Optimization exercise on an open flow, not production practice.
RTL: at most simulated, not proved equivalent.
Function not checked: run 1.
Power: default activity.

**design/flow/config.mk**
```make
export PLATFORM = sky130hd
export DESIGN_NAME = stupid_NN_layer1
export DESIGN_NICKNAME = stupid_NN_layer1
export VERILOG_FILES = /design/flow/design.v
export SDC_FILE = /design/flow/constraint.sdc
export NUM_CORES = 4
export LEC_CHECK = 0
export ABC_CLOCK_PERIOD_IN_PS = 2000
export CAP_MARGIN = 20
export CORE_MARGIN = 2
export CORE_UTILIZATION = 40
export SETUP_SLACK_MARGIN = 3.0
export SLEW_MARGIN = 20
```
**design/flow/constraint.sdc**
```tcl
create_clock -name core_clock -period 5.0 [get_ports {clk}]
set_input_delay 1.0000 -clock core_clock [delete_from_list [all_inputs] [get_ports {clk}]]
set_output_delay 1.0000 -clock core_clock [all_outputs]
set_load 0.01 [all_outputs]
```
**design/flow/design.v**
```verilog
module stupid_NN_layer1(
input clk,
input reset_n,
input waitrequest,
input ready,
input readdatavalid,
input [15:0] readdata,
output chipselect,
output [1:0] byteenable,
output reg done,
output reg read_n,
output reg write_n,
output reg [15:0] writedata,
output reg [31:0] address
);
localparam [16:0] WB  = 17'h0E249;      
localparam [7:0]  PBH = 8'h52;          
localparam [7:0]  PLH = 8'h83;          
localparam [9:0]  NB  = 10'h151;        
localparam [9:0]  NE  = 10'h151 + 10'd199;
assign chipselect = 1'b1;
assign byteenable = 2'b11;
reg st_boot, st_idle, st_p, st_w, st_wr, st_done;
reg rq, wq, dr, dr2;
reg [16:0] wa;         
reg [7:0]  ph;         
reg [9:0]  na;         
reg        ret;        
reg [2:0]  out;        
reg [3:0]  msk;        
reg [15:0] ml;         
reg signed [4:0]  p0, p1;
reg signed [5:0]  term;
reg signed [13:0] acc;
wire acc_r = rq & ~waitrequest;
wire acc_w = wq & ~waitrequest;
wire rdv   = readdatavalid;
wire timer_end = wa[16] & wa[15] & wa[10] & wa[9] & wa[7] & wa[5];  
wire start = st_idle & ready;
wire node_end = (ph == PLH) & (wa[1:0] == 2'd0);
wire last_node = (na == NE);
wire n_p = start | (st_p & ~acc_r) | (st_w & acc_r & ~node_end) | (st_wr & acc_w & ~last_node);
wire n_w = (st_w & ~acc_r) | (st_p & acc_r);
wire n_wr = (st_wr & ~acc_w) | (st_w & acc_r & node_end);
wire n_done = (st_done & ready) | (st_wr & acc_w & last_node);
wire n_idle = (st_idle & ~ready) | (st_done & ~ready) | (st_boot & timer_end);
always @(posedge clk) begin
  if (!reset_n) begin
    st_boot <= 1'b1; st_idle <= 1'b0; st_p <= 1'b0; st_w <= 1'b0;
    st_wr <= 1'b0; st_done <= 1'b0; rq <= 1'b0; wq <= 1'b0; dr <= 1'b0; dr2 <= 1'b0;
  end else begin
    st_boot <= st_boot & ~timer_end;
    st_idle <= n_idle;
    st_p <= n_p; st_w <= n_w; st_wr <= n_wr; st_done <= n_done;
    rq <= (n_p | n_w) & ~(out[2] & out[1]);
    dr <= st_wr & (out == 3'd0);
    dr2 <= st_wr & dr;
    wq <= n_wr & dr2;
  end
end
wire [2:0] out_inc = out + 3'd1;
wire [2:0] out_dec = out - 3'd1;
always @(posedge clk) begin
  if (!reset_n) wa <= 17'd0;
  else if (st_idle) wa <= WB;
  else if (st_boot | (st_w & acc_r)) wa <= wa + 17'd1;
  if (st_idle | (st_w & acc_r & node_end)) ph <= PBH;
  else if (st_w & acc_r & (wa[1:0] == 2'd3)) ph <= ph + 8'd1;
  if (st_idle) na <= NB;
  else if (acc_w) na <= na + 10'd1;
  if (st_idle) ret <= 1'b0;
  else if (rdv) ret <= ~ret;
  if (st_boot | st_idle) out <= 3'd0;
  else if (acc_r & ~rdv) out <= out_inc;
  else if (rdv & ~acc_r) out <= out_dec;
end
always @(posedge clk) if (rdv & ~ret)
  msk <= {|readdata[15:12], |readdata[11:8], |readdata[7:4], |readdata[3:0]};
wire wv = rdv & ret;
always @(posedge clk) begin
  ml <= readdata & {{4{wv & msk[3]}}, {4{wv & msk[2]}}, {4{wv & msk[1]}}, {4{wv & msk[0]}}};
  p0 <= $signed(ml[3:0]) + $signed(ml[7:4]);
  p1 <= $signed(ml[11:8]) + $signed(ml[15:12]);
  term <= p0 + p1;
  if (start | acc_w) acc <= 14'sd0;
  else acc <= acc + term;
end
always @(*) begin
  done = st_done;
  read_n = ~rq;
  write_n = ~wq;
  writedata = {{2{acc[13]}}, acc};
  address = 32'd0;
  if (st_w)      address[23:1] = {6'h3C, wa};
  else if (st_p) address[23:1] = {13'h0050, ph, wa[1:0]};
  else           address[23:1] = {13'h0026, na};
end
endmodule
```
**design/flow/run.sh**
```bash
#!/bin/bash
# synth_recipe.tcl (not shown) runs the flow's synth.tcl, then flattens the netlist and writes it again
# the make line also repeats each setting of config.mk as NAME=value (left out here)
make -C /OpenROAD-flow-scripts/flow DESIGN_CONFIG=/design/flow/config.mk WORK_HOME=/design/flow/orfs CLKGATE_MAP_FILE= SYNTH_SCRIPT=/design/flow/synth_recipe.tcl finish
```
==> run_results.csv, run 1 <==
group,metric,value,unit
run_status,status,"timing/DRC/antenna clean",
sta,fin_crit_sh,47.5,%
sta,hold_viol_final,0,
global_routing,grt_busiest_layer,"met2",
route,wl_per_cell,13.5,um
die,die_w,115,um
cts,tritoncts,"built",
global_routing,grt_overflow_total,0,
yosys,synthDistinctLibCells,54,
yosys,synth_area_leaders,"dfxtp_1 (38%), ha_1 (8.1%), xor2_1 (4.3%), xnor2_1 (3.9%), nor2_1 (3.5%)",
sta,clock.fmax,421,MHz
critical_path,cp.arrival,1.37,ns
yosys,synth.avg_cell_area,9.23,um2
finish,drive_above_1_share,21.3,%
die,fp-row-count,40,
min_path,min-delay-start,"dr2",
pwr,p_sw,0.000970,W
pwr,p_sw_share,35.1,%
place,dpl.hpwl,7.53,mm
sta,final.setup.tns,0,ns
finish,multiInputGateArea,2880,um2
yosys,synthCells,536,
global_routing,grt_max_degree,26,
die,die_h,115,um
global_routing,grt_use_met3,2.06,%
global_routing,grt_util_met2,27.7,%
critical_path,crit_chain,"buf_8 > mux2i_4 > o21ai_1 > buf_2",
pwr,ir_worst_vdd,0.179,mV
pwr,p_leak,2.73,nW
finish,final_core_util,52.6,%
pwr,clkPwrFrac,24.5,%
sta,skew,0.00783,ns
min_path,worstHoldEndpoint,"wq",
critical_path,timing_worst_setup_path_type,"reg -> out",
finish,fin_nets,672,
sta,whs,0.441,ns
global_routing,first_global_vias,3695,
critical_path,crit_path_max_fanout,6,
yosys,synth_warnings,1,
route,drt.antenna.violating_nets,0,
global_routing,antenna_found_initial,0,
die,dieArea,13300,um2
yosys,synth_top_area_share,38.5,%
sta,finalMaxSlewViolations,0,
flow_run,max_cap_viol_count,0,
min_path,worstHoldPathType,"reg -> reg",
critical_path,r2r-end,"acc[10]",
route,drtIter0Drc,171,
sta,setup_viol,0,
yosys,synth_ff_type,"dfxtp_1",
yosys,synthesis.area,4940,um2
critical_path,crit_path_start,"st_p",
critical_path,cp.required,4.00,ns
yosys,ys_seq_area_share,40.9,%
global_routing,grt_pass1_wl,17.4,mm
yosys,async_flop_share,0,%
critical_path,slowest_delay,0.42,ns
critical_path,endpoint_kind,"output port",
pwr,power_density,436,nW/um2
cts,clock_latency,0.34,ns
pwr,internal-power,0.00180,W
route,via_per_inst,4.89,
cts,cts.sinks,99,
yosys,synth_edf_count,4,
route,wirelength,10.6,mm
route,vias,3851,
min_path,hold_depth,1,
critical_path,reg2reg_from,"acc[0]",
sta,period_needed,2.37,ns
die,io_pins,75,
cts,htreeDepth,3,
yosys,yosys.cell_count.top_type,"dfxtp_1",
critical_path,ff2ff_path_depth,8,
yosys,synth.top_cells.by_count,"dfxtp_1 (95), nor2_1 (46), nand2_1 (42), inv_1 (33), ha_1 (32)",
place,port_buffers,60,
finish,area_delta_synth_final,28.4,%
yosys,synth_top_area_cell,"dfxtp_1",
die,core,12100,um2
global_routing,met1_usage,21.6,%
sta,rsz0062_at_grt,"yes",
global_routing,grt_usage,16.5,%
finish,final-seq-area,2040,um2
cts,ctsRootBufferMaster,"clkbuf_16",
cts,clockBufferDepth,2,
finish,antenna_cells,0,
die,initial_core_util,41.0,%
critical_path,r2r_setup_slack,3.06,ns
route,dr.pass1.iters,5,
finish,n_fill_cell,1103,
yosys,synth_seq_cells,99,
pwr,pwr-share-comb,37.7,%
pwr,pwr-share-seq,37.8,%
cts,clkTransAtPathRegs,0.07,ns
critical_path,startpoint_type,"register",
route,drc,0,
place,routabilityCongestion,0.821,
cts,numCtsBuffers,9,
critical_path,critPathSlowestCell,"dfxtp_4",
## power by group through the flow
stage | clock network (W) | logic [W] | registers (W)
finish | 0.000678 | 0.00104 | 0.00105
global route | 0.000732 | 0.00118 | 0.00107
CTS | 0.000698 | 0.000998 | 0.00105
detailed placement | 0 | 0.00102 | 0.00106
global placement | 0 | 0.000999 | 0.00106
floorplan | 0 | 0.000721 | 0.00107
## routing by layer
layer	vias up	wire length (um)
li1	1968	-
met1	1812	5040
met2	66	5230
met3	5	268
met4	0	113
met5	-	0
## sequential cells by signal, summed over array words and instances (netlist names)
| register | count |
|---|---|
| st_idle | 1 |
| rq | 1 |
| st_p | 1 |
| wq | 1 |
| term | 6 |
| p0 | 5 |
| ret | 1 |
| msk | 4 |
| st_wr | 1 |
| st_w | 1 |
| acc | 14 |
| out | 3 |
| na | 10 |
| st_boot | 1 |
| dr | 1 |
| p1 | 5 |
| ph | 8 |
| wa | 17 |
| dr2 | 1 |
| ml | 16 |
| st_done | 1 |
## placed cells by master, fill, tap and decap left out, types with 7 or more instances in the layout
master	instances
a21o_1	8
a21oi_1	20
and2_1	18
and3_1	10
buf_2	17
buf_4	14
buf_6	16
clkbuf_16	9
clkdlybuf4s15_1	7
clkdlybuf4s50_1	16
conb_1	14
dfxtp_1	85
dfxtp_2	7
dlygate4sd2_1	10
ha_1	31
inv_1	29
nand2_1	39
nand3_1	19
nand4_1	9
nor2_1	43
o21ai_0	8
o21ai_1	10
xnor2_1	22
xor2_1	24
## cell type report
type | instances | share of cell area, %
inverters | 33 | 1.99
repair buffers | 87 | 12.6
clock inverters | 7 | 1.10
flip-flops and latches | 99 | 32.2
well taps | 168 | 3.31
multi-input cells | 384 | 45.3
clock buffers | 9 | 3.55
## metrics by stage
stage | instance area [um2] | setup slack [ns] | power, W | instances
finish | 6350 | 2.63 | 0.00277 | 787
global route | 6350 | 2.59 | 0.00298 | 787
CTS | 6160 | 2.61 | 0.00274 | 777
detailed placement | 5640 | 2.02 | 0.00209 | 745
global placement | 5640 | 2.10 | 0.00206 | 745
floorplan | 5030 | 2.80 | 0.00179 | 548
## worst max path at each step
stage | slack, ns | endpoint | depth (start not counted)
detailed placement | 2.02 | acc[11] | 5
CTS | 2.61 | address[10] | 4
floorplan | 2.80 | out[2] | 8
finish | 2.63 | address[10] | 4
global route | 2.59 | address[8] | 4
global placement | 2.10 | acc[11] | 5
## timing repair
| item | in CTS | in global routing |
|---|---|---|
| hold buffers | 0 | 0 |
| pin swaps | 13 | 15 |
| gates resized for setup | 183 | 40 |
| gates cloned | 1 | 0 |
| endpoints found under the setup margin | 93 | 43 |
| setup buffers | 15 | 10 |
| hold endpoints to repair | 0 | 0 |
## worst max-delay path: cells and delay by family (launching register included)
family	cells	cell delay (ns)
flip-flops	1	0.42
buffers and inverters	2	0.29
multiplexers	1	0.23
AO/OA/AOI/OAI	1	0.10
## cell families after synthesis
kind of cell / count (synthesis) / share of synthesized area, %
and+or+nand+nor: 195 / 20.8
buffers and inverters: 65 / 6.71
DFF: 99 / 40.9
xor gates and xnor gates: 46 / 8.15
AOI/OAI and AO/OA: 79 / 10.5
adders and majority gates: 37 / 10.1
other: 2 / 0.152
muxes: 13 / 2.68
==> run 2, diff against run 1 <==
--- a/design/flow/design.v
+++ b/design/flow/design.v
@@ -31,5 +31,5 @@
 reg [15:0] ml;         
-reg signed [4:0]  p0, p1;
-reg signed [5:0]  term;
-reg signed [13:0] acc;
+reg [4:0]  p0, p1;     
+reg [5:0]  term;
+reg [13:0] acc;
 wire acc_r = rq & ~waitrequest;
@@ -81,7 +81,7 @@
   ml <= readdata & {{4{wv & msk[3]}}, {4{wv & msk[2]}}, {4{wv & msk[1]}}, {4{wv & msk[0]}}};
-  p0 <= $signed(ml[3:0]) + $signed(ml[7:4]);
-  p1 <= $signed(ml[11:8]) + $signed(ml[15:12]);
-  term <= p0 + p1;
-  if (start | acc_w) acc <= 14'sd0;
-  else acc <= acc + term;
+  p0 <= {ml[3], ml[3:0]} + {ml[7], ml[7:4]};
+  p1 <= {ml[11], ml[11:8]} + {ml[15], ml[15:12]};
+  term <= {p0[4], p0} + {p1[4], p1};
+  if (start | acc_w) acc <= 14'd0;
+  else acc <= acc + {{8{term[5]}}, term};
 end
==> run_results.csv, run 2 <==
group,metric,value,unit
run_status,status,"timing/DRC/antenna clean",
die,core,12100,um2
yosys,synth_top_area_share,38.5,%
pwr,ir_worst_vdd,0.179,mV
yosys,synth_warnings,1,
global_routing,antenna_found_initial,0,
critical_path,timing_worst_setup_path_type,"reg -> out",
critical_path,crit_chain,"buf_8 > mux2i_4 > o21ai_1 > buf_2",
global_routing,grt_util_met2,27.7,%
place,port_buffers,60,
critical_path,endpoint_kind,"output port",
route,drt.antenna.violating_nets,0,
global_routing,grt_max_degree,26,
global_routing,grt_usage,16.5,%
sta,fin_ws,2.63,ns
finish,regMostFlops,"wa",
die,io_pins,75,
die,die_h,115,um
sta,hold_viol_final,0,
flow_run,max_cap_viol_count,0,
cts,cts_hold_buf,0,
cts,numCtsBuffers,9,
global_routing,first_global_vias,3695,
yosys,synth_edf_count,4,
route,wl_per_cell,13.5,um
finish,final_cell_mix,"dfxtp_1 (85), nor2_1 (43), nand2_1 (39)",
route,drtIter0Drc,171,
finish,fin_nets,672,
yosys,synth_area_leaders,"dfxtp_1 (38%), ha_1 (8.1%), xor2_1 (4.3%), xnor2_1 (3.9%), nor2_1 (3.5%)",
yosys,synth.avg_cell_area,9.23,um2
sta,clock.fmax,421,MHz
yosys,synthCells,536,
finish,largest_reg_flops,17,
yosys,synth.top_cells.by_count,"dfxtp_1 (95), nor2_1 (46), nand2_1 (42), inv_1 (33), ha_1 (32)",
min_path,worstHoldPathType,"reg -> reg",
critical_path,cp.required,4.00,ns
yosys,synth_seq_cells,99,
finish,drive_above_1_share,21.3,%
yosys,synth_ff_type,"dfxtp_1",
cts,clock_latency,0.34,ns
route,via_per_inst,4.89,
pwr,power_density,436,nW/um2
cts,cts.sinks,99,
sta,setup_viol,0,
sta,fin_crit_sh,47.5,%
finish,multiInputGateArea,2880,um2
route,vias,3851,
critical_path,critPathSlowestCell,"dfxtp_4",
sta,finalMaxSlewViolations,0,
yosys,synthDistinctLibCells,54,
route,drc,0,
finish,antenna_cells,0,
yosys,ys_seq_area_share,40.9,%
critical_path,slowest_delay,0.42,ns
global_routing,grt_busiest_layer,"met2",
global_routing,grt_pass1_wl,17.4,mm
global_routing,grt_use_met3,2.06,%
yosys,yosys.cell_count.top_type,"dfxtp_1",
die,die_w,115,um
cts,clkTransAtPathRegs,0.07,ns
route,wirelength,10.6,mm
finish,n_fill_cell,1103,
global_routing,grt_overflow_total,0,
sta,final.setup.tns,0,ns
critical_path,critPathBufInv,2,
finish,layout_commonest_cell,"dfxtp_1",
die,fp-row-count,40,
pwr,p_leak,2.73,nW
place,routabilityCongestion,0.821,
finish,final-seq-area,2040,um2
cts,tritoncts,"built",
sta,rsz0062_at_grt,"yes",
die,dieArea,13300,um2
critical_path,cp_top_family,"flip-flops",
sta,skew,0.00783,ns
yosys,synthesis.area,4940,um2
place,dpl.hpwl,7.53,mm
cts,clockBufferDepth,2,
cts,ctsRootBufferMaster,"clkbuf_16",
critical_path,crit_path_max_fanout,6,
cts,htreeDepth,3,
place,pre_cts_ws,2.02,ns
route,dr.pass1.iters,5,
critical_path,cp.arrival,1.37,ns
finish,reg_top3,"wa x17, ml x16, acc x14",
yosys,synth_top_area_cell,"dfxtp_1",
die,initial_core_util,41.0,%
global_routing,met1_usage,21.6,%
pwr,total_power,0.00277,W
yosys,async_flop_share,0,%
finish,area_delta_synth_final,28.4,%
critical_path,startpoint_type,"register",
sta,period_needed,2.37,ns
-- run 2: cell counts in the layout (fill, tap and decap cells not counted) --
No cell type changed its count.
-- run 2: timing repair --
item | 4_1_cts | 5_1_grt
resized for setup | 183 | 40
setup buffers | 15 | 10
gates cloned | 1 | 0
setup endpoints to repair | 93 | 43
pin swaps | 13 | 15
-- run 2: final cells by class --
class                           instances  share of cell area, %
Multi-Input combinational cell        384                   45.3
Sequential cell                        99                   32.2
Timing Repair Buffer                   87                   12.6
Clock buffer                            9                   3.55
Tap cell                              168                   3.31
Inverter                               33                   1.99
Clock inverter                          7                   1.10
-- run 2: cell families (layout without fill, tap and decap cells) --
| kind of cell | after synthesis | in the layout | synth area share (%) |
|---|---|---|---|
| multiplexers | 13 | 13 | 2.68 |
| other | 2 | 14 | 0.152 |
| adder cells (fa/ha/maj) | 37 | 37 | 10.1 |
| XOR/XNOR | 46 | 46 | 8.15 |
| buffers and inverters | 65 | 136 | 6.71 |
| AO/OA/AOI/OAI | 79 | 79 | 10.5 |
| flip-flops | 99 | 99 | 40.9 |
| AND/OR/NAND/NOR | 195 | 195 | 20.8 |
-- run 2: report_power, final --
part	switching [W]	internal [W]	leakage [nW]	total (W)
Clock	0.000326	0.000352	0.147	0.000678
Combinational	0.000551	0.000491	1.77	0.00104
Sequential	0.0000932	0.000954	0.814	0.00105
-- run 2: routing by layer --
metal  part of all wire [%]  vias up
met4                    1.1        0
met5                      0        -
met1                     47     1812
met2                     49       66
met3                    2.5        5
li1                       -     1968
-- run 2: metrics by stage --
step | hold slack [ns] | instances | area (um2) | utilization, %
CTS | 0.438 | 777 | 6160 | 51.0
global placement | 0.418 | 745 | 5640 | 46.8
global route | 0.465 | 787 | 6350 | 52.6
finish | 0.441 | 787 | 6350 | 52.6
floorplan | 0.412 | 548 | 5030 | -
detailed placement | 0.419 | 745 | 5640 | 46.8
-- run 2: worst paths after layout --
| path | startpoint | endpoint | slack [ns] | depth (start not counted) |
|---|---|---|---|---|
| setup reg to reg | acc[0] | acc[10] | 3.06 | 8 |
| hold / removal | dr2 | wq | 0.44 | 1 |
| hold reg to reg | dr2 | wq | 0.44 | 1 |
| setup / recovery | st_p | address[10] | 2.63 | 4 |
Testbench counts of run 2, summed over its fixed seeds: cycles 1,917,822.
==> run 3, diff against run 2 <==
--- a/design/flow/design.v
+++ b/design/flow/design.v
@@ -13,3 +13,3 @@
 output reg [15:0] writedata,
-output reg [31:0] address
+output [31:0] address
 );
@@ -34,2 +34,3 @@
 reg [13:0] acc;
+reg [23:1] ad;         
 wire acc_r = rq & ~waitrequest;
@@ -60,2 +61,4 @@
 end
+wire [16:0] wa_inc = wa + 17'd1;
+wire [7:0]  ph_inc = ph + 8'd1;
 wire [2:0] out_inc = out + 3'd1;
@@ -65,5 +68,5 @@
   else if (st_idle) wa <= WB;
-  else if (st_boot | (st_w & acc_r)) wa <= wa + 17'd1;
+  else if (st_boot | (st_w & acc_r)) wa <= wa_inc;
   if (st_idle | (st_w & acc_r & node_end)) ph <= PBH;
-  else if (st_w & acc_r & (wa[1:0] == 2'd3)) ph <= ph + 8'd1;
+  else if (st_w & acc_r & (wa[1:0] == 2'd3)) ph <= ph_inc;
   if (st_idle) na <= NB;
@@ -75,2 +78,8 @@
   else if (rdv & ~acc_r) out <= out_dec;
+end
+always @(posedge clk) begin
+  if (start | (st_wr & acc_w))      ad <= {13'h0050, PBH, 2'b01};
+  else if (st_p & acc_r)            ad <= {6'h3C, wa};
+  else if (st_w & acc_r & node_end) ad <= {13'h0026, na};
+  else if (st_w & acc_r)            ad <= {13'h0050, (wa[1:0] == 2'd3) ? ph_inc : ph, wa_inc[1:0]};
 end
@@ -92,7 +101,4 @@
   writedata = {{2{acc[13]}}, acc};
-  address = 32'd0;
-  if (st_w)      address[23:1] = {6'h3C, wa};
-  else if (st_p) address[23:1] = {13'h0050, ph, wa[1:0]};
-  else           address[23:1] = {13'h0026, na};
 end
+assign address = {8'd0, ad, 1'b0};
 endmodule
==> run_results.csv, run 3 <==
group,metric,value,unit
run_status,status,"timing/DRC/antenna clean",
finish,reg_top3,"ad x18, wa x17, ml x16",
route,wirelength,12.7,mm
sta,hold_viol_final,0,
sta,whs,0.424,ns
critical_path,cp.required,5.29,ns
critical_path,crit_path_start,"waitrequest",
cts,numCtsBuffers,17,
die,die_h,122,um
global_routing,antenna_found_initial,0,
yosys,yosys.cell_count.top_type,"dfxtp_1",
finish,layout_commonest_cell,"dfxtp_1",
yosys,synth_area_leaders,"dfxtp_1 (40%), ha_1 (7.1%), xnor2_1 (4.2%), xor2_1 (4.1%), nor2_1 (3.5%)",
place,routabilityCongestion,0.861,
flow_run,max_cap_viol_count,0,
sta,finalMaxSlewViolations,0,
global_routing,first_global_vias,4295,
route,wl_per_cell,14.6,um
yosys,synth.top_cells.by_count,"dfxtp_1 (113), nor2_1 (53), nand2_1 (43), ha_1 (32), xnor2_1 (27)",
yosys,synth.avg_cell_area,9.42,um2
critical_path,ff2ff_path_depth,5,
route,wl_met3,597,um
critical_path,critPathCapture,"out[2]",
critical_path,critPathSlowestCell,"fa_2",
route,drt-met1-wl,6.12,mm
finish,final_core_util,50.9,%
yosys,async_flop_share,0,%
place,dpl.hpwl,8.84,mm
finish,largest_reg_flops,18,
route,route.met2.wl,5.67,mm
yosys,synth_top_area_cell,"dfxtp_1",
yosys,synthCells,596,
cts,clockBufferDepth,2,
cts,clock_latency,0.42,ns
sta,worst_slew_pin_slew,0.569,ns
route,drc,0,
critical_path,r2r-end,"ad[5]",
finish,fin_nets,737,
die,die_w,122,um
die,initial_core_util,40.8,%
critical_path,slowest_delay,0.33,ns
global_routing,grt_overflow_total,0,
die,fp-row-count,43,
yosys,synth_top_area_share,40.3,%
route,vias,4513,
yosys,ys_seq_area_share,42.4,%
finish,antenna_cells,0,
critical_path,startpoint_type,"primary input",
die,io_pins,75,
min_path,worstHoldPathType,"reg -> reg",
yosys,synth_seq_cells,117,
cts,tritoncts,"built",
route,drt.antenna.violating_nets,0,
route,dr.pass1.iters,4,
pwr,p_leak,3.06,nW
yosys,synth_edf_count,4,
die,core,13800,um2
critical_path,endpoint_kind,"register",
sta,setup_viol,0,
cts,cts.sinks,117,
finish,drive_above_1_share,23.6,%
route,top_layer_used,"met4",
cts,htreeDepth,4,
critical_path,crit_chain,"buf_8 > nand2b_4 > clkinv_4 > ha_4 > inv_2 > fa_2 > xor2_1 > nor2_1 > xnor2_1 > nor3_1",
pwr,ir_worst_vdd,0.221,mV
global_routing,grt_usage,17.6,%
yosys,synth_warnings,1,
route,via_per_inst,5.18,
finish,regMostFlops,"ad",
sta,final.setup.tns,0,ns
yosys,synthesis.area,5610,um2
sta,rsz0062_at_grt,"yes",
sta,period_needed,2.02,ns
sta,fin_crit_sh,40.3,%
critical_path,timing_worst_setup_path_type,"in -> reg",
cts,cts_hold_buf,0,
global_routing,grt_pass1_wl,20.5,mm
finish,final_cell_mix,"dfxtp_1 (92), nor2_1 (51), nand2_1 (39)",
cts,ctsRootBufferMaster,"clkbuf_16",
yosys,synthDistinctLibCells,66,
critical_path,r2r_setup_slack,3.09,ns
route,drtIter0Drc,202,
die,dieArea,15000,um2
place,port_buffers,60,
sta,clock.fmax,496,MHz
yosys,synth_ff_type,"dfxtp_1",
pwr,power_density,482,nW/um2
sta,skew,0.00703,ns
critical_path,crit_path_max_fanout,4,
critical_path,cp.arrival,2.31,ns
finish,area_delta_synth_final,25.0,%
cts,clkTransAtPathRegs,0.05,ns
min_path,hold_depth,1,
critical_path,reg2reg_from,"ph[2]",
sta,max_slew_margin,61.9,%
global_routing,grt_max_degree,28,
run 3: changes by cell type in the layout (fill, tap and decap cells not counted), sizes merged, moves of 4 or more:
cell           delta
inv              -21
dfxtp            +18
buf              +15
clkbuf           +14
dlygate4sd2      -10
mux2i             -9
a221oi            +8
nor2              +8
o21ai             +7
o21a              +6
nand3             -5
nor3              +5
xnor2             +5
clkdlybuf4s15     -4
run 3: repair_timing:
| action | 4_1_cts | 5_1_grt |
|---|---|---|
| pin swaps | 10 | 11 |
| setup buffers | 18 | 9 |
| gates resized for setup | 176 | 45 |
| setup endpoints to repair | 108 | 48 |
run 3: power by group:
| group | switching (W) | leakage, nW | total, W | internal [W] |
|---|---|---|---|---|
| Sequential | 0.0000966 | 0.962 | 0.00121 | 0.00111 |
| Clock | 0.000423 | 0.269 | 0.00114 | 0.000716 |
| Combinational | 0.000553 | 1.83 | 0.00103 | 0.000482 |
run 3: worst max-delay path, delay by kind of cell:
family / cells / cell delay (ns)
xor gates and xnor gates: 2 / 0.30
adders and majority gates: 2 / 0.45
buffers and inverters: 3 / 0.19
and+or+nand+nor: 3 / 0.35
run 3: worst min path at each step:
| stage | start | endpoint | slack [ns] |
|---|---|---|---|
| floorplan | dr2 | wq | 0.41 |
| global placement | dr2 | wq | 0.42 |
| detailed placement | dr2 | wq | 0.41 |
| CTS | dr2 | wq | 0.43 |
| global route | ml[12] | p1[0] | 0.47 |
| finish | dr2 | wq | 0.42 |
run 3: cells by family after synthesis:
kind of cell / after synthesis / share of synthesized area (%)
AND/OR/NAND/NOR: 210 / 19.8
AO/OA/AOI/OAI: 118 / 14.0
flip-flops: 117 / 42.4
XOR/XNOR: 53 / 8.27
buffers and inverters: 53 / 5.30
adder cells (fa/ha/maj): 37 / 8.91
multiplexers: 6 / 1.16
other: 2 / 0.134
run 3: layer usage:
layer  vias to the layer above  track usage (%)
met5                         -                0
met1                      2130             22.6
met2                       103             27.1
met4                         0             8.12
li1                       2257                -
met3                        23             5.58
run 3: layout make-up:
type	count	area, um2
tap	180	225
clock buffer	23	478
inverter	17	68.8
fill	1306	6760
timing repair buffer	88	633
sequential	117	2410
multi-input combinational	438	3120
clock inverter	9	77.6
run 3: through the flow:
stage	cells	cell area (um2)	power (W)	worst slack (ns)
2_1_floorplan	608	5700	0.00197	2.73
3_3_place_gp	813	6290	0.00225	1.88
3_5_place_dp	813	6290	0.00228	1.88
4_1_cts	863	6970	0.00342	2.87
5_1_grt	872	7020	0.00360	2.96
6_report	872	7020	0.00338	2.98
Testbench counts of run 3, summed over its fixed seeds: cycles 1,917,822.
==> run 4, diff against run 3 <==
--- a/design/flow/config.mk
+++ b/design/flow/config.mk
@@ -11,2 +11,5 @@
 export CORE_UTILIZATION = 40
+export CTS_BUF_LIST = sky130_fd_sc_hd__clkbuf_4 sky130_fd_sc_hd__clkbuf_8
+export CTS_CLUSTER_DIAMETER = 100
+export CTS_CLUSTER_SIZE = 30
 export SETUP_SLACK_MARGIN = 3.0
==> run_results.csv, run 4 <==
group,metric,value,unit
run_status,status,"timing/DRC/antenna clean",
die,die_w,122,um
critical_path,cp.required,5.32,ns
route,via_per_inst,5.21,
critical_path,endpoint_kind,"register",
sta,fin_crit_sh,39.8,%
finish,regMostFlops,"ad",
route,wl_per_cell,14.3,um
finish,reg_top3,"ad x18, wa x17, ml x16",
cts,numCtsBuffers,17,
yosys,synth_top_area_cell,"dfxtp_1",
route,wirelength,12.5,mm
sta,finalMaxSlewViolations,0,
pwr,pwr-share-comb,33.7,%
cts,clock_latency,0.45,ns
finish,antenna_cells,0,
sta,period_needed,1.99,ns
yosys,yosys.cell_count.top_type,"dfxtp_1",
global_routing,grt_usage,17.6,%
cts,cts_hold_buf,0,
cts,htreeDepth,4,
place,pre_cts_ws,1.88,ns
critical_path,startpoint_type,"primary input",
sta,clock.fmax,502,MHz
pwr,p_leak,2.99,nW
place,port_buffers,60,
pwr,clkPwrFrac,26.8,%
die,die_h,122,um
pwr,ir_worst_vdd,0.221,mV
sta,hold_viol_final,0,
yosys,synth_ff_type,"dfxtp_1",
global_routing,grt_max_degree,28,
pwr,pwr-share-seq,39.6,%
cts,ctsRootBufferMaster,"clkbuf_8",
finish,drive_above_1_share,25.6,%
yosys,synth_warnings,1,
pwr,internal-power,0.00204,W
yosys,async_flop_share,0,%
yosys,synthDistinctLibCells,66,
sta,max_slew_margin,56.7,%
critical_path,timing_worst_setup_path_type,"in -> reg",
die,dieArea,15000,um2
finish,largest_reg_flops,18,
yosys,synth.top_cells.by_count,"dfxtp_1 (113), nor2_1 (53), nand2_1 (43), ha_1 (32), xnor2_1 (27)",
yosys,synth_top_area_share,40.3,%
cts,tritoncts,"built",
finish,layout_commonest_cell,"dfxtp_1",
finish,final_cell_mix,"dfxtp_1 (80), nor2_1 (52), buf_2 (39)",
min_path,worstHoldPathType,"reg -> reg",
sta,fin_ws,3.01,ns
route,drc,0,
global_routing,grt_pass1_wl,20.4,mm
critical_path,crit_path_max_fanout,4,
pwr,p_sw_share,33.4,%
yosys,synth_edf_count,4,
sta,worst_slew_pin_slew,0.650,ns
finish,fin_nets,737,
die,core,13800,um2
pwr,power_density,449,nW/um2
yosys,ys_seq_area_share,42.4,%
sta,skew,0.0110,ns
route,drtIter0Drc,252,
yosys,synthCells,596,
sta,setup_viol,0,
global_routing,antenna_found_initial,0,
cts,clockBufferDepth,2,
pwr,p_sw,0.00103,W
die,io_pins,75,
die,fp-row-count,43,
finish,area_delta_synth_final,21.7,%
die,initial_core_util,40.8,%
yosys,synth_seq_cells,117,
global_routing,grt_overflow_total,0,
sta,rsz0062_at_grt,"yes",
cts,cts.sinks,117,
yosys,synthesis.area,5610,um2
critical_path,cp.arrival,2.31,ns
global_routing,first_global_vias,4260,
place,dpl.hpwl,8.84,mm
place,routabilityCongestion,0.861,
route,dr.pass1.iters,4,
flow_run,max_cap_viol_count,0,
yosys,synth_area_leaders,"dfxtp_1 (40%), ha_1 (7.1%), xnor2_1 (4.2%), xor2_1 (4.1%), nor2_1 (3.5%)",
sta,final.setup.tns,0,ns
route,drt.antenna.violating_nets,0,
route,vias,4542,
cts,clkTransAtPathRegs,0.07,ns
yosys,synth.avg_cell_area,9.42,um2
[run 4: cell counts after synthesis]
No cell type changed its count.
[run 4: worst paths after layout]
path | startpoint | end | slack [ns] | depth (start not counted)
setup reg to reg | ph[2] | ad[8] | 3.09 | 5
hold / removal | dr2 | wq | 0.43 | 1
hold reg to reg | dr2 | wq | 0.43 | 1
setup / recovery | waitrequest | out[2] | 3.01 | 10
[run 4: cell type report]
class	instances	area (um2)
multi-input combinational	438	3110
timing repair buffer	88	626
clock buffer	23	298
fill	1331	6940
tap	180	225
sequential	117	2430
clock inverter	9	77.6
inverter	17	68.8
[run 4: cell families after synthesis]
logic type / share of synthesized area, %
fa+ha+maj: 8.91
compound gates: 14.0
other cells: 0.134
simple gates: 19.8
flops: 42.4
mux: 1.16
xor+xnor: 8.27
buf+inv: 5.30
[run 4: per-layer routing]
metal	track usage (%)	vias to the layer above	part of all wire (%)	routed length, um
met5	0	-	0	0
met4	9.99	0	2.5	317
met3	4.09	28	5.2	646
met2	26.8	141	44	5560
met1	22.8	2123	48	5980
li1	-	2250	-	-
[run 4: what timing repair did]
action,4_1_cts,5_1_grt
gates resized for setup,213,26
pin swaps,9,10
setup buffers,20,7
setup endpoints to repair,102,28
[run 4: power groups by stage]
stage / Combinational [W] / Clock (W) / Sequential, W
6_report: 0.00103 / 0.000822 / 0.00121
3_5_place_dp: 0.00106 / 0 / 0.00122
3_3_place_gp: 0.00103 / 0 / 0.00122
2_1_floorplan: 0.000742 / 0 / 0.00123
5_1_grt: 0.00116 / 0.000887 / 0.00123
4_1_cts: 0.00102 / 0.000843 / 0.00121
[run 4: metrics by stage]
| step | instance area [um2] | instances | hold WS [ns] | utilization [%] | total power, W |
|---|---|---|---|---|---|
| finish | 6830 | 872 | 0.427 | 49.6 | 0.00307 |
| global route | 6830 | 872 | 0.470 | 49.6 | 0.00328 |
| CTS | 6690 | 865 | 0.431 | 48.6 | 0.00307 |
| detailed placement | 6290 | 813 | 0.414 | 45.7 | 0.00228 |
| global placement | 6290 | 813 | 0.416 | 45.7 | 0.00225 |
| floorplan | 5700 | 608 | 0.406 | - | 0.00197 |
[run 4: critical path, cell delays in order]
cell	delay (ns)
buf_8	0.10
nand2b_4	0.14
clkinv_4	0.06
ha_4	0.12
inv_2	0.03
fa_2	0.33
xor2_1	0.17
nor2_1	0.15
xnor2_1	0.13
nor3_1	0.06
==> run 5, diff against run 4 <==
==> design/flow/flow/run.sh (new file) <==
#!/bin/bash
set -e
cp standard.sh standard_copy.sh.log
export BUFFER_PORTS_ARGS="-buffer_cell sky130_fd_sc_hd__buf_2"
bash standard.sh > standard.log 2>&1
==> design/flow/standard.sh (new file) <==
#!/bin/bash
# synth_recipe.tcl (not shown) runs the flow's synth.tcl, then flattens the netlist and writes it again
# the make line also repeats each setting of config.mk as NAME=value (left out here)
make -C /OpenROAD-flow-scripts/flow DESIGN_CONFIG=/design/flow/config.mk WORK_HOME=/design/flow/orfs CLKGATE_MAP_FILE= SYNTH_SCRIPT=/design/flow/synth_recipe.tcl "${@:-finish}"
removed: design/flow/run.sh
==> run_results.csv, run 5 <==
group,metric,value,unit
global_routing,grt_pass1_wl,20.3,mm
die,dieArea,15000,um2
finish,n_fill_cell,1323,
yosys,synth.top_cells.by_count,"dfxtp_1 (113), nor2_1 (53), nand2_1 (43), ha_1 (32), xnor2_1 (27)",
critical_path,endpoint_kind,"register",
sta,finalMaxSlewViolations,0,
cts,htreeDepth,4,
cts,numCtsBuffers,17,
yosys,synth_ff_type,"dfxtp_1",
critical_path,startpoint_type,"primary input",
finish,area_delta_synth_final,17.6,%
yosys,synth_seq_cells,117,
critical_path,timing_worst_setup_path_type,"in -> reg",
sta,clock.fmax,497,MHz
finish,regMostFlops,"ad",
route,drc,0,
place,dpl.cell_count,813,
min_path,worstHoldPathType,"reg -> reg",
yosys,ys_seq_area_share,42.4,%
die,fp-row-count,43,
place,dpl.hpwl,8.86,mm
route,wirelength,12.6,mm
sta,skew,0.0139,ns
global_routing,antenna_found_initial,0,
cts,clkTransAtPathRegs,0.06,ns
finish,largest_reg_flops,18,
global_routing,grt_overflow_total,0,
critical_path,cp_top_family,"simple AND/OR/NAND/NOR gates",
critical_path,critPathSlowestCell,"a221oi_1",
die,initial_core_util,40.8,%
yosys,synth_warnings,1,
global_routing,grt_max_degree,28,
route,drtIter0Drc,318,
route,via_per_inst,5.10,
cts,clockBufferDepth,2,
route,dr.pass1.iters,4,
sta,rsz0062_at_grt,"yes",
cts,ctsRootBufferMaster,"clkbuf_8",
finish,reg_top3,"ad x18, wa x17, ml x16",
pwr,p_leak,2.89,nW
yosys,synth_edf_count,4,
sta,worst_slew_pin_slew,0.583,ns
pwr,pwr-share-comb,33.0,%
critical_path,crit_path_max_fanout,5,
die,die_w,122,um
yosys,synthDistinctLibCells,66,
cts,cts_hold_buf,0,
finish,final_cell_mix,"dfxtp_1 (106), buf_2 (59), nor2_1 (52)",
pwr,internal-power,0.00203,W
critical_path,slowest_delay,0.38,ns
pwr,power_density,461,nW/um2
sta,period_needed,2.01,ns
yosys,synth_area_leaders,"dfxtp_1 (40%), ha_1 (7.1%), xnor2_1 (4.2%), xor2_1 (4.1%), nor2_1 (3.5%)",
yosys,synth_top_area_cell,"dfxtp_1",
sta,setup_viol,0,
sta,fin_crit_sh,40.2,%
route,vias,4387,
pwr,p_sw_share,33.5,%
place,routabilityCongestion,0.879,
run_status,status,"timing/DRC/antenna clean",
route,drt.antenna.violating_nets,0,
yosys,synthesis.area,5610,um2
cts,clock_latency,0.43,ns
cts,tritoncts,"built",
critical_path,crit_chain,"buf_6 > nand2b_4 > clkinv_4 > nand2_1 > nor4_4 > buf_4 > a221oi_1 > nor2_1",
yosys,async_flop_share,0,%
flow_run,max_cap_viol_count,0,
place,port_buffers,60,
pwr,clkPwrFrac,27.5,%
critical_path,r2r_setup_slack,3.03,ns
yosys,synthCells,596,
global_routing,first_global_vias,4105,
sta,hold_viol_final,0,
finish,antenna_cells,0,
sta,max_slew_margin,61.0,%
pwr,pwr-share-seq,39.5,%
yosys,synth_top_area_share,40.3,%
sta,final.setup.tns,0,ns
route,wl_per_cell,14.6,um
die,core,13800,um2
yosys,yosys.cell_count.top_type,"dfxtp_1",
die,io_pins,75,
finish,drive_above_1_share,22.6,%
sta,whs,0.426,ns
die,die_h,122,um
pwr,ir_worst_vdd,0.183,mV
finish,fin_nets,726,
yosys,synth.avg_cell_area,9.42,um2
critical_path,critPathBufInv,3,
global_routing,grt_usage,17.2,%
critical_path,cp.required,5.30,ns
pwr,p_sw,0.00102,W
cts,cts.sinks,117,
finish,layout_commonest_cell,"dfxtp_1",
critical_path,cp.arrival,2.31,ns
finish,fin_cells,861,
## run 5: cell counts after synthesis
No cell type changed its count.
## run 5: metal layers
metal  wire (um)  GRT usage (%)
met4         184           6.47
met2        5800           27.4
met5           0              0
met3         659           3.72
met1        5970           22.9
## run 5: kinds of logic after synthesis
group / after synthesis / synth area share, %
other: 2 / 0.134
flip-flops: 117 / 42.4
buffers and inverters: 53 / 5.30
XOR/XNOR: 53 / 8.27
adder cells (fa/ha/maj): 37 / 8.91
multiplexers: 6 / 1.16
AO/OA/AOI/OAI: 118 / 14.0
AND/OR/NAND/NOR: 210 / 19.8
## run 5: power groups by stage
stage	Sequential (W)	Clock (W)	Combinational, W
3_5_place_dp	0.00122	0	0.000974
2_1_floorplan	0.00123	0	0.000742
5_1_grt	0.00122	0.000905	0.00115
4_1_cts	0.00121	0.000858	0.000998
3_3_place_gp	0.00122	0	0.000952
6_report	0.00120	0.000837	0.00100
## run 5: repair_timing
action                                  CTS  global route
gates cloned                              0             1
buffers inserted                          5            10
gates resized for setup                   8            22
pin swaps                                 3             9
endpoints found under the setup margin   34            51
## run 5: worst reg2reg max path, stage by stage (launching register included)
cell	delay [ns]
dfxtp_1	0.43
or4b_4	0.64
nor2_4	0.16
a21oi_2	0.14
a221oi_1	0.39
nor2_1	0.09
## run 5: layout make-up
class                   instances  area (um2)  area share, %
flip-flops and latches        117        2390           36.2
clock buffers                  22         272           4.11
multi-input cells             439        3110           47.1
clock inverters                10         108           1.63
inverters                      17        68.8           1.04
repair buffers                 76         427           6.46
well taps                     180         225           3.41
## run 5: final timing paths
path	end	cells past startpoint	start
max	ad[10]	8	waitrequest
min	wq	1	dr2
max reg2reg	ad[10]	5	ph[2]
min reg2reg	wq	1	dr2
## run 5: per-stage QoR
step,total power (W),utilization (%),area (um2),setup WS (ns)
final,0.00305,47.9,6600,2.99
after CTS,0.00306,46.7,6430,2.96
after floorplan,0.00197,-,5700,2.73
after global routing,0.00327,47.9,6600,2.91
after global placement,0.00217,43.5,5990,2.27
after detailed placement,0.00220,43.5,5990,2.23
==> run 6, diff against run 5 <==
==> design/flow/flow/run.sh (replaced) <==
#!/bin/bash
set -e
export BUFFER_PORTS_ARGS="-buffer_cell sky130_fd_sc_hd__buf_2"
bash standard.sh > standard.log 2>&1
==> run_results.csv, run 6 <==
group,metric,value,unit
finish,n_fill_cell,1323,
global_routing,grt_usage,17.2,%
pwr,clkPwrFrac,27.5,%
place,dpl.hpwl,8.86,mm
pwr,internal-power,0.00203,W
yosys,async_flop_share,0,%
critical_path,crit_path_start,"waitrequest",
cts,numCtsBuffers,17,
cts,cts.sinks,117,
min_path,min-delay-start,"dr2",
finish,drive_above_1_share,22.6,%
critical_path,r2r-end,"ad[10]",
finish,regMostFlops,"ad",
finish,area_delta_synth_final,17.6,%
finish,layout_commonest_cell,"dfxtp_1",
sta,finalMaxSlewViolations,0,
place,port_buffers,60,
sta,rsz0062_at_grt,"yes",
finish,multiInputGateArea,3110,um2
route,dr.pass1.iters,4,
critical_path,endpoint_kind,"register",
finish,antenna_cells,0,
sta,final.setup.tns,0,ns
yosys,synth_top_area_share,40.3,%
sta,max_slew_margin,61.0,%
pwr,p_leak,2.89,nW
sta,hold_viol_final,0,
die,dieArea,15000,um2
min_path,worstHoldEndpoint,"wq",
critical_path,crit_path_max_fanout,5,
route,wl_per_cell,14.6,um
yosys,yosys.cell_count.top_type,"dfxtp_1",
cts,clock_latency,0.43,ns
cts,ctsRootBufferMaster,"clkbuf_8",
pwr,power_density,461,nW/um2
critical_path,cp.required,5.30,ns
sta,period_needed,2.01,ns
critical_path,timing_worst_setup_path_type,"in -> reg",
finish,fin_nets,726,
finish,largest_reg_flops,18,
min_path,worstHoldPathType,"reg -> reg",
sta,setup_viol,0,
pwr,pwr-share-comb,33.0,%
yosys,synthCells,596,
pwr,p_sw,0.00102,W
finish,final-seq-area,2390,um2
yosys,synth_top_area_cell,"dfxtp_1",
yosys,synth.avg_cell_area,9.42,um2
die,die_w,122,um
sta,whs,0.426,ns
route,via_per_inst,5.10,
sta,skew,0.0139,ns
route,vias,4387,
yosys,ys_seq_area_share,42.4,%
route,drc,0,
sta,fin_crit_sh,40.2,%
cts,clkTransAtPathRegs,0.06,ns
global_routing,grt_pass1_wl,20.3,mm
critical_path,r2r_setup_slack,3.03,ns
min_path,hold_depth,1,
die,initial_core_util,40.8,%
cts,htreeDepth,4,
sta,worst_slew_pin_slew,0.583,ns
critical_path,cp.arrival,2.31,ns
pwr,p_sw_share,33.5,%
route,drt.antenna.violating_nets,0,
cts,clockBufferDepth,2,
die,io_pins,75,
yosys,synth_area_leaders,"dfxtp_1 (40%), ha_1 (7.1%), xnor2_1 (4.2%), xor2_1 (4.1%), nor2_1 (3.5%)",
global_routing,grt_max_degree,28,
yosys,synth_ff_type,"dfxtp_1",
yosys,synth.top_cells.by_count,"dfxtp_1 (113), nor2_1 (53), nand2_1 (43), ha_1 (32), xnor2_1 (27)",
global_routing,first_global_vias,4105,
critical_path,startpoint_type,"primary input",
yosys,synth_seq_cells,117,
route,wirelength,12.6,mm
yosys,synth_edf_count,4,
cts,tritoncts,"built",
flow_run,max_cap_viol_count,0,
global_routing,grt_overflow_total,0,
die,core,13800,um2
pwr,ir_worst_vdd,0.183,mV
critical_path,reg2reg_from,"ph[2]",
cts,cts_hold_buf,0,
global_routing,antenna_found_initial,0,
finish,final_cell_mix,"dfxtp_1 (106), buf_2 (59), nor2_1 (52)",
place,routabilityCongestion,0.879,
die,fp-row-count,43,
sta,clock.fmax,497,MHz
run_status,status,"timing/DRC/antenna clean",
critical_path,ff2ff_path_depth,5,
die,die_h,122,um
route,drtIter0Drc,318,
yosys,synthesis.area,5610,um2
yosys,synthDistinctLibCells,66,
pwr,pwr-share-seq,39.5,%
finish,reg_top3,"ad x18, wa x17, ml x16",
yosys,synth_warnings,1,
run 6: layout make-up:
cell class	count	area share [%]
Clock buffer	22	4.11
Inverter	17	1.04
Sequential cell	117	36.2
Clock inverter	10	1.63
Timing Repair Buffer	76	6.46
Tap cell	180	3.41
Multi-Input combinational cell	439	47.1
run 6: kinds of logic (layout without fill, tap and decap cells):
group | Yosys count | count (layout) | synth area share [%]
xor+xnor | 53 | 53 | 8.27
mux | 6 | 6 | 1.16
flops | 117 | 117 | 42.4
other cells | 2 | 14 | 0.134
compound gates | 118 | 118 | 14.0
buf+inv | 53 | 125 | 5.30
fa+ha+maj | 37 | 37 | 8.91
simple gates | 210 | 211 | 19.8
run 6: what timing repair did:
item                       CTS  global route
gates resized for setup      8            22
setup endpoints to repair   34            51
gates cloned                 0             1
pin swaps                    3             9
setup buffers                5            10
run 6: metrics by stage:
step | worst slack [ns] | std cells | utilization [%] | area (um2) | total power (W)
after floorplan | 2.73 | 608 | - | 5700 | 0.00197
after global placement | 2.27 | 813 | 43.5 | 5990 | 0.00217
after detailed placement | 2.23 | 813 | 43.5 | 5990 | 0.00220
after CTS | 2.96 | 850 | 46.7 | 6430 | 0.00306
after global routing | 2.91 | 861 | 47.9 | 6600 | 0.00327
final | 2.99 | 861 | 47.9 | 6600 | 0.00305
run 6: power by group through the flow:
stage	Sequential [W]	Clock, W	Combinational, W
global placement	0.00122	0	0.000952
CTS	0.00121	0.000858	0.000998
global route	0.00122	0.000905	0.00115
detailed placement	0.00122	0	0.000974
finish	0.00120	0.000837	0.00100
floorplan	0.00123	0	0.000742
run 6: metal layers:
layer | track usage [%] | vias to the layer above | wire, um
met2 | 27.4 | 103 | 5800
met3 | 3.72 | 12 | 659
met5 | 0 | - | 0
met1 | 22.9 | 2049 | 5970
li1 | - | 2223 | -
met4 | 6.47 | 0 | 184
run 6: worst max-delay path by stage:
stage          endpoint  slack, ns
2_1_floorplan    out[2]       2.73
3_3_place_gp     wa[13]       2.27
4_1_cts          wa[13]       2.96
5_1_grt              rq       2.91
6_report         ad[10]       2.99
3_5_place_dp     wa[13]       2.23
run 6: worst max-delay path, stage by stage:
cell and delay (ns):
buf_6 0.09, nand2b_4 0.17, clkinv_4 0.09, nand2_1 0.24
nor4_4 0.06, buf_4 0.17, a221oi_1 0.38, nor2_1 0.09
==> run 7, diff against run 6 <==
--- a/design/flow/config.mk
+++ b/design/flow/config.mk
@@ -7,2 +7,3 @@
 export LEC_CHECK = 0
+export ABC_AREA = 1
 export ABC_CLOCK_PERIOD_IN_PS = 2000
==> run_results.csv, run 7 <==
group,metric,value,unit
run_status,status,"timing/DRC/antenna clean",
die,die_h,127,um
critical_path,r2r_setup_slack,3.15,ns
pwr,total_power,0.00286,W
sta,setup_viol,0,
pwr,ir_worst_vdd,0.207,mV
sta,period_needed,1.97,ns
place,postPlaceCellArea,6460,um2
critical_path,startpoint_type,"register",
critical_path,cp.arrival,0.97,ns
route,dr.pass1.iters,5,
yosys,synth_top_area_cell,"dfxtp_1",
route,drt.antenna.violating_nets,0,
finish,area_delta_synth_final,14.1,%
sta,whs,0.413,ns
finish,reg_top3,"ad x18, wa x17, ml x16",
min_path,worstHoldPathType,"reg -> reg",
sta,rsz0062_at_grt,"yes",
yosys,synthCells,826,
yosys,synth_xor_area_share,2.30,%
yosys,yosys.cell_count.top_type,"nand2_1",
critical_path,critPathCapture,"read_n",
cts,htreeDepth,4,
yosys,synth_top_area_share,37.1,%
cts,tritoncts,"built",
place,routabilityCongestion,0.840,
yosys,synth.top_cells.by_count,"nand2_1 (175), dfxtp_1 (113), nor2_1 (110), inv_1 (102), a21oi_1 (53)",
critical_path,reg2reg_from,"acc[0]",
yosys,synthDistinctLibCells,45,
finish,regMostFlops,"ad",
critical_path,critPathSlowestCell,"dfxtp_4",
critical_path,r2r-end,"acc[6]",
yosys,synth.area.mux_share,0,%
critical_path,crit_path_start,"rq",
place,port_buffers,60,
die,core,15000,um2
sta,hold_viol_final,0,
place,dpl.hpwl,10.2,mm
sta,skew,0.00984,ns
critical_path,crit_chain,"inv_4 > buf_6",
yosys,async_flop_share,0,%
finish,antenna_cells,0,
die,io_pins,75,
finish,largest_reg_flops,18,
route,via_per_inst,4.75,
sta,max_slew_margin,61.8,%
sta,final.setup.tns,0,ns
finish,n_fill_cell,1552,
finish,fin_area,6950,um2
yosys,synth_seq_cells,117,
cts,clock_latency,0.46,ns
global_routing,first_global_vias,4833,
yosys,synth_ff_type,"dfxtp_1",
yosys,synth_top_family_by_area,"simple AND/OR/NAND/NOR gates",
global_routing,grt_overflow_total,0,
critical_path,cp.required,4.00,ns
finish,fin_cells,1091,
cts,cts.sinks,117,
sta,finalMaxSlewViolations,0,
route,vias,5186,
yosys,synthesis.area,6090,um2
die,dieArea,16200,um2
cts,clkTransAtPathRegs,0.07,ns
sta,worst_slew_pin_slew,0.572,ns
flow_run,max_cap_viol_count,0,
cts,clockBufferDepth,2,
yosys,synth_edf_count,4,
finish,fin_nets,948,
finish,drive_above_1_share,16.2,%
pwr,p_leak,3.43,nW
cts,ctsRootBufferMaster,"clkbuf_8",
yosys,synth-adder-area-share,8.22,%
pwr,power_density,412,nW/um2
finish,final_cell_mix,"nand2_1 (175), nor2_1 (110), dfxtp_1 (104)",
sta,clock.fmax,507,MHz
yosys,synth.avg_cell_area,7.37,um2
die,initial_core_util,40.5,%
cts,numCtsBuffers,17,
critical_path,crit_path_max_fanout,2,
global_routing,grt_pass1_wl,22.6,mm
finish,layout_commonest_cell,"nand2_1",
place,dpl.cell_count,1056,
die,fp-row-count,45,
global_routing,grt_max_degree,18,
yosys,synth_compound_area_share,11.1,%
route,wl_per_cell,12.3,um
yosys,ys_seq_area_share,39.1,%
critical_path,timing_worst_setup_path_type,"reg -> out",
route,wirelength,13.4,mm
global_routing,grt_usage,17.5,%
die,die_w,127,um
yosys,synth_area_leaders,"dfxtp_1 (37%), nand2_1 (11%), nor2_1 (6.8%), ha_1 (6.6%), inv_1 (6.3%)",
cts,cts_hold_buf,0,
critical_path,ff2ff_path_depth,7,
yosys,synth_warnings,1,
critical_path,slowest_delay,0.37,ns
route,drc,0,
global_routing,antenna_found_initial,0,
route,drtIter0Drc,335,
critical_path,endpoint_kind,"output port",
sta,fin_crit_sh,39.5,%
yosys,synth-simple-area-share,28.3,%
[run 7: critical path, delay by kind of cell (launching register included)]
| family | cells | cell delay (ns) |
|---|---|---|
| buf+inv | 2 | 0.15 |
| flops | 1 | 0.37 |
[run 7: layout make-up]
type,instances,area (um2),share of cell area (%)
sequential,117,2400,34.5
multi-input combinational,576,3120,44.9
inverter,115,437,6.28
timing repair buffer,63,342,4.92
clock buffer,18,241,3.48
clock inverter,14,174,2.50
tap,188,235,3.39
[run 7: timing repair]
item / 4_1_cts / 5_1_grt
buffers inserted: 2 / 1
resized for setup: 9 / 9
endpoints found under the setup margin: 9 / 17
hold endpoints to repair: 0 / 0
[run 7: logic make-up (layout without fill, tap and decap cells)]
kind of cell,after synthesis,in the layout
adder cells (fa/ha/maj),37,37
flip-flops,117,117
other,2,14
XOR/XNOR,16,16
AND/OR/NAND/NOR,386,386
AO/OA/AOI/OAI,123,123
buffers and inverters,145,210
[run 7: stage by stage]
step / worst slack [ns] / util (%)
2_1_floorplan: 2.99 / -
4_1_cts: 2.99 / 46.0
5_1_grt: 2.98 / 46.2
3_3_place_gp: 2.72 / 43.0
3_5_place_dp: 2.71 / 43.0
6_report: 3.03 / 46.2
[run 7: worst min path at each step]
stage          cells after the start  end  start  slack [ns]
2_1_floorplan                      2  dr2     dr        0.39
3_3_place_gp                       2  dr2     dr        0.40
3_5_place_dp                       2  dr2     dr        0.40
4_1_cts                            2  dr2     dr        0.41
5_1_grt                            2  dr2     dr        0.42
6_report                           2  dr2     dr        0.41
[run 7: metal layers]
layer  vias to the layer above  global-route usage [%]  wire [um]
met5                         -                       0          0
met4                         0                    6.98        206
met3                        17                    4.36        543
met2                        98                    28.8       6280
met1                      2304                    21.9       6350
li1                       2767                       -          -
[run 7: report_power, final]
part | switching, W | total (W) | internal, W | leakage, nW
logic | 0.000505 | 0.000829 | 0.000324 | 2.26
clock network | 0.000413 | 0.000916 | 0.000503 | 0.208
registers | 0.0000645 | 0.00112 | 0.00106 | 0.959
==> run 8, diff against run 7 <==
==> design/flow/run.sh (new file) <==
#!/bin/bash
# synth_recipe.tcl (not shown) runs the flow's synth.tcl, then flattens the netlist and writes it again
# the make line also repeats each setting of config.mk as NAME=value (left out here)
make -C /OpenROAD-flow-scripts/flow DESIGN_CONFIG=/design/flow/config.mk WORK_HOME=/design/flow/orfs CLKGATE_MAP_FILE= SYNTH_SCRIPT=/design/flow/synth_recipe.tcl finish
--- a/design/flow/config.mk
+++ b/design/flow/config.mk
@@ -7,3 +7,2 @@
 export LEC_CHECK = 0
-export ABC_AREA = 1
 export ABC_CLOCK_PERIOD_IN_PS = 2000
@@ -12,5 +11,5 @@
 export CORE_UTILIZATION = 40
-export CTS_BUF_LIST = sky130_fd_sc_hd__clkbuf_4 sky130_fd_sc_hd__clkbuf_8
-export CTS_CLUSTER_DIAMETER = 100
-export CTS_CLUSTER_SIZE = 30
+export CTS_BUF_LIST = sky130_fd_sc_hd__clkbuf_4
+export CTS_CLUSTER_DIAMETER = 200
+export CTS_CLUSTER_SIZE = 50
 export SETUP_SLACK_MARGIN = 3.0
removed: design/flow/flow/run.sh
removed: design/flow/standard.sh
==> run_results.csv, run 8 <==
group,metric,value,unit
sta,clock.fmax,488,MHz
sta,setup_viol,0,
yosys,synth_top_area_share,40.3,%
cts,htreeDepth,4,
min_path,hold_depth,1,
min_path,worstHoldPathType,"reg -> reg",
sta,hold_viol_final,0,
yosys,synth_area_leaders,"dfxtp_1 (40%), ha_1 (7.1%), xnor2_1 (4.2%), xor2_1 (4.1%), nor2_1 (3.5%)",
die,io_pins,75,
critical_path,endpoint_kind,"output port",
critical_path,r2r-end,"acc[9]",
yosys,synth_top_area_cell,"dfxtp_1",
cts,clkTransAtPathRegs,0.10,ns
yosys,yosys.cell_count.top_type,"dfxtp_1",
cts,numCtsBuffers,17,
yosys,synth_edf_count,4,
cts,tritoncts,"built",
cts,cts.sinks,117,
place,dpl.hpwl,8.84,mm
pwr,p_leak,2.99,nW
critical_path,ff2ff_path_depth,7,
yosys,synthDistinctLibCells,66,
yosys,synth-simple-area-share,19.8,%
yosys,synth.area.mux_share,1.16,%
yosys,synth-adder-area-share,8.91,%
critical_path,cp.required,4.00,ns
cts,cts_hold_buf,0,
sta,fin_crit_sh,41.0,%
route,drtIter0Drc,237,
yosys,synth.avg_cell_area,9.42,um2
route,via_per_inst,5.15,
run_status,status,"timing/DRC/antenna clean",
cts,ctsRootBufferMaster,"clkbuf_4",
cts,clockBufferDepth,2,
sta,period_needed,2.05,ns
die,die_h,122,um
place,dpl.cell_count,813,
finish,final-seq-area,2440,um2
global_routing,first_global_vias,4286,
route,wl_per_cell,14.3,um
sta,worst_slew_pin_slew,0.659,ns
yosys,async_flop_share,0,%
global_routing,grt_pass1_wl,20.4,mm
yosys,synthCells,596,
finish,reg_top3,"ad x18, wa x17, ml x16",
route,drc,0,
sta,whs,0.435,ns
sta,max_slew_margin,56.0,%
global_routing,grt_overflow_total,0,
sta,skew,0.0174,ns
critical_path,cp.arrival,1.05,ns
finish,final_cell_mix,"dfxtp_1 (75), nor2_1 (51), buf_6 (40)",
global_routing,grt_usage,17.5,%
yosys,synth_ff_type,"dfxtp_1",
sta,final.setup.tns,0,ns
finish,fin_nets,740,
critical_path,reg2reg_from,"acc[1]",
place,routabilityCongestion,0.861,
die,die_w,122,um
yosys,synth_seq_cells,117,
die,core,13800,um2
yosys,ys_seq_area_share,42.4,%
sta,finalMaxSlewViolations,0,
yosys,synth_compound_area_share,14.0,%
critical_path,r2r_setup_slack,3.06,ns
route,wirelength,12.5,mm
place,port_buffers,60,
route,drt.antenna.violating_nets,0,
critical_path,startpoint_type,"register",
finish,fin_cells,876,
die,initial_core_util,40.8,%
min_path,min-delay-start,"dr2",
finish,area_delta_synth_final,24.4,%
min_path,worstHoldEndpoint,"wq",
finish,layout_commonest_cell,"dfxtp_1",
die,dieArea,15000,um2
sta,rsz0062_at_grt,"yes",
yosys,synth.top_cells.by_count,"dfxtp_1 (113), nor2_1 (53), nand2_1 (43), ha_1 (32), xnor2_1 (27)",
die,fp-row-count,43,
route,dr.pass1.iters,4,
finish,regMostFlops,"ad",
cts,clock_latency,0.55,ns
yosys,synthesis.area,5610,um2
finish,largest_reg_flops,18,
pwr,power_density,428,nW/um2
global_routing,grt_max_degree,28,
yosys,synth_xor_area_share,8.27,%
route,vias,4514,
flow_run,max_cap_viol_count,0,
pwr,ir_worst_vdd,0.194,mV
critical_path,crit_path_max_fanout,2,
global_routing,antenna_found_initial,1,
finish,multiInputGateArea,3120,um2
yosys,synth_top_family_by_area,"simple AND/OR/NAND/NOR gates",
critical_path,timing_worst_setup_path_type,"reg -> out",
finish,n_fill_cell,1302,
finish,drive_above_1_share,26.5,%
yosys,synth_warnings,1,
## run 8: power breakdown
part	leakage, nW	total (W)	internal (W)	switching [W]
Combinational	1.89	0.00115	0.000587	0.000566
Clock	0.131	0.000608	0.000252	0.000356
Sequential	0.968	0.00123	0.00112	0.000112
Total	2.99	0.00299	0.00196	0.00103
## run 8: what timing repair did
action | in CTS | in global routing
pin swaps | 6 | 3
buffers inserted | 26 | 4
resized for setup | 253 | 26
endpoints found under the setup margin | 97 | 74
## run 8: cells by family after synthesis
logic type	Yosys count
AND/OR/NAND/NOR	210
AO/OA/AOI/OAI	118
other	2
XOR/XNOR	53
adder cells (fa/ha/maj)	37
flip-flops	117
buffers and inverters	53
multiplexers	6
## run 8: worst max-delay path by stage
stage                      startpoint      endpoint  slack, ns  cells past startpoint
final                              rq        read_n       2.95                      2
after global routing               rq        read_n       2.87                      2
after CTS                      acc[1]  writedata[1]       2.89                      1
after detailed placement  waitrequest        wa[13]       1.88                      6
after global placement    waitrequest        wa[13]       1.88                      6
after floorplan           waitrequest        out[2]       2.73                      9
## run 8: area by class of cell
cell class,count,share of cell area [%]
Tap cell,180,3.22
Multi-Input combinational cell,438,44.6
Clock inverter,12,1.27
Antenna cell,1,0.0358
Inverter,17,0.985
Clock buffer,20,2.15
Sequential cell,117,35.0
Timing Repair Buffer,91,12.7
## run 8: layer usage
metal	up-vias	routed length, um	global-route usage, %
met3	27	695	5.02
met2	127	5700	27.3
li1	2260	-	-
met1	2100	5870	22.4
met5	-	0	0
met4	0	277	8.12
## run 8: critical path: stages, from the launching register on
cell and delay, ns:
dfxtp_4 0.36, inv_2 0.04, buf_6 0.11
## run 8: per-stage QoR
stage | area, um2 | setup WS [ns] | utilization (%) | power [W]
finish | 6980 | 2.95 | 50.7 | 0.00299
CTS | 6860 | 2.89 | 49.8 | 0.00298
detailed placement | 6290 | 1.88 | 45.7 | 0.00228
global route | 6980 | 2.87 | 50.7 | 0.00321
floorplan | 5700 | 2.73 | - | 0.00197
global placement | 6290 | 1.88 | 45.7 | 0.00225
==> run 9, diff against run 8 <==
--- a/design/flow/config.mk
+++ b/design/flow/config.mk
@@ -10,6 +10,6 @@
 export CORE_MARGIN = 2
-export CORE_UTILIZATION = 40
-export CTS_BUF_LIST = sky130_fd_sc_hd__clkbuf_4
-export CTS_CLUSTER_DIAMETER = 200
-export CTS_CLUSTER_SIZE = 50
+export CORE_UTILIZATION = 55
+export CTS_BUF_LIST = sky130_fd_sc_hd__clkbuf_8
+export CTS_CLUSTER_DIAMETER = 150
+export CTS_CLUSTER_SIZE = 40
 export SETUP_SLACK_MARGIN = 3.0
==> run_results.csv, run 9 <==
group,metric,value,unit
run_status,status,"timing/DRC/antenna clean",
route,drc,0,
finish,fin_nets,735,
critical_path,cp.required,5.32,ns
yosys,synth_top_area_share,40.3,%
place,dpl.hpwl,8.45,mm
finish,drive_above_1_share,23.8,%
die,fp-row-count,36,
critical_path,critPathBufInv,3,
critical_path,crit_chain,"buf_2 > nand2b_4 > clkinv_4 > ha_4 > inv_2 > fa_2 > xor2_1 > nor2_1 > xnor2_1 > nor3_1",
finish,largest_reg_flops,18,
yosys,synth.avg_cell_area,9.42,um2
critical_path,startpoint_type,"primary input",
cts,cts.sinks,117,
finish,area_delta_synth_final,20.9,%
sta,max_slew_margin,55.9,%
critical_path,crit_path_max_fanout,5,
global_routing,grt_pass1_wl,20.3,mm
sta,skew,0.00834,ns
sta,whs,0.434,ns
yosys,synth_ff_type,"dfxtp_1",
die,die_w,105,um
cts,htreeDepth,4,
cts,clockBufferDepth,2,
yosys,synth.top_cells.by_count,"dfxtp_1 (113), nor2_1 (53), nand2_1 (43), ha_1 (32), xnor2_1 (27)",
cts,tritoncts,"built",
yosys,synth_top_area_cell,"dfxtp_1",
critical_path,slowest_delay,0.32,ns
yosys,synth_warnings,1,
finish,final_cell_mix,"dfxtp_1 (84), nor2_1 (52), nand2_1 (40), buf_2 (40), ha_1 (29)",
pwr,p_leak,2.99,nW
global_routing,antenna_found_initial,0,
finish,reg_top3,"ad x18, wa x17, ml x16",
route,wirelength,12.2,mm
global_routing,grt_usage,23.1,%
sta,finalMaxSlewViolations,0,
global_routing,grt_overflow_total,0,
route,vias,4532,
sta,clock.fmax,497,MHz
yosys,synthesis.area,5610,um2
finish,layout_commonest_cell,"dfxtp_1",
die,die_h,105,um
sta,rsz0062_at_grt,"yes",
yosys,synth_area_leaders,"dfxtp_1 (40%), ha_1 (7.1%), xnor2_1 (4.2%), xor2_1 (4.1%), nor2_1 (3.5%)",
sta,final.setup.tns,0,ns
die,initial_core_util,57.2,%
route,via_per_inst,5.51,
cts,clock_latency,0.45,ns
route,drt.antenna.violating_nets,0,
global_routing,first_global_vias,4283,
die,dieArea,11000,um2
critical_path,critPathSlowestCell,"fa_2",
yosys,synthCells,596,
die,core,9820,um2
yosys,ys_seq_area_share,42.4,%
route,dr.pass1.iters,4,
yosys,synth_seq_cells,117,
pwr,power_density,463,nW/um2
critical_path,endpoint_kind,"register",
place,port_buffers,60,
critical_path,cp.arrival,2.33,ns
yosys,synthDistinctLibCells,66,
yosys,synth_edf_count,4,
yosys,async_flop_share,0,%
cts,clkTransAtPathRegs,0.07,ns
critical_path,cp_top_family,"adder cells",
place,routabilityCongestion,0.891,
route,wl_per_cell,14.8,um
min_path,worstHoldPathType,"reg -> reg",
sta,period_needed,2.01,ns
finish,antenna_cells,0,
sta,fin_crit_sh,40.2,%
cts,ctsRootBufferMaster,"clkbuf_8",
cts,numCtsBuffers,17,
sta,worst_slew_pin_slew,0.662,ns
critical_path,timing_worst_setup_path_type,"in -> reg",
finish,n_fill_cell,810,
pwr,ir_worst_vdd,0.267,mV
yosys,yosys.cell_count.top_type,"dfxtp_1",
global_routing,grt_max_degree,28,
finish,regMostFlops,"ad",
sta,setup_viol,0,
flow_run,max_cap_viol_count,0,
route,drtIter0Drc,193,
sta,hold_viol_final,0,
die,io_pins,75,
## run 9: repair_timing
item                                    in CTS  in global routing
pin swaps                                    5                  8
gates cloned                                 0                  0
endpoints found under the setup margin     105                 26
endpoints found under the hold margin        0                  0
resized for setup                          207                 25
hold buffers                                 0                  0
buffers inserted                            16                  9
## run 9: cell families after synthesis
logic type | synth area share (%)
adder cells (fa/ha/maj) | 8.91
AND/OR/NAND/NOR | 19.8
AO/OA/AOI/OAI | 14.0
multiplexers | 1.16
XOR/XNOR | 8.27
flip-flops | 42.4
buffers and inverters | 5.30
other | 0.134
## run 9: worst paths after layout
path                                   from  endpoint  slack [ns]  cells after the start
worst max register to register        na[1]        rq        3.06                      7
worst min register to register          dr2        wq        0.43                      1
worst min-delay path                    dr2        wq        0.43                      1
worst max-delay path            waitrequest    out[2]        2.99                     10
## run 9: power breakdown
part           leakage (nW)  total, W  switching (W)  internal (W)
combinational          1.80   0.00103       0.000556      0.000473
clock                 0.223  0.000909       0.000371      0.000538
sequential            0.965   0.00120      0.0000950       0.00111
## run 9: final cells by class
| class | instances | area [um2] | area share, % |
|---|---|---|---|
| multi-input cells | 438 | 3100 | 45.7 |
| inverters | 17 | 68.8 | 1.01 |
| well taps | 133 | 166 | 2.45 |
| repair buffers | 86 | 603 | 8.89 |
| clock inverters | 11 | 134 | 1.97 |
| flip-flops and latches | 117 | 2430 | 35.8 |
| clock buffers | 21 | 289 | 4.26 |
## run 9: metrics by stage
stage | setup WS [ns] | power (W) | utilization, % | cell area (um2) | cells
2_1_floorplan | 2.73 | 0.00197 | - | 5700 | 608
3_3_place_gp | 1.92 | 0.00224 | 63.5 | 6230 | 766
3_5_place_dp | 1.90 | 0.00228 | 63.5 | 6230 | 766
4_1_cts | 2.95 | 0.00314 | 67.6 | 6640 | 814
5_1_grt | 2.93 | 0.00336 | 69.1 | 6790 | 823
6_report | 2.99 | 0.00314 | 69.1 | 6790 | 823
## run 9: routing by layer
layer	track usage, %	wire length (um)	up-vias
li1	-	-	2246
met1	31.2	5800	2124
met2	34.6	5450	145
met3	6.86	728	17
met4	9.62	182	0
met5	0	0	-
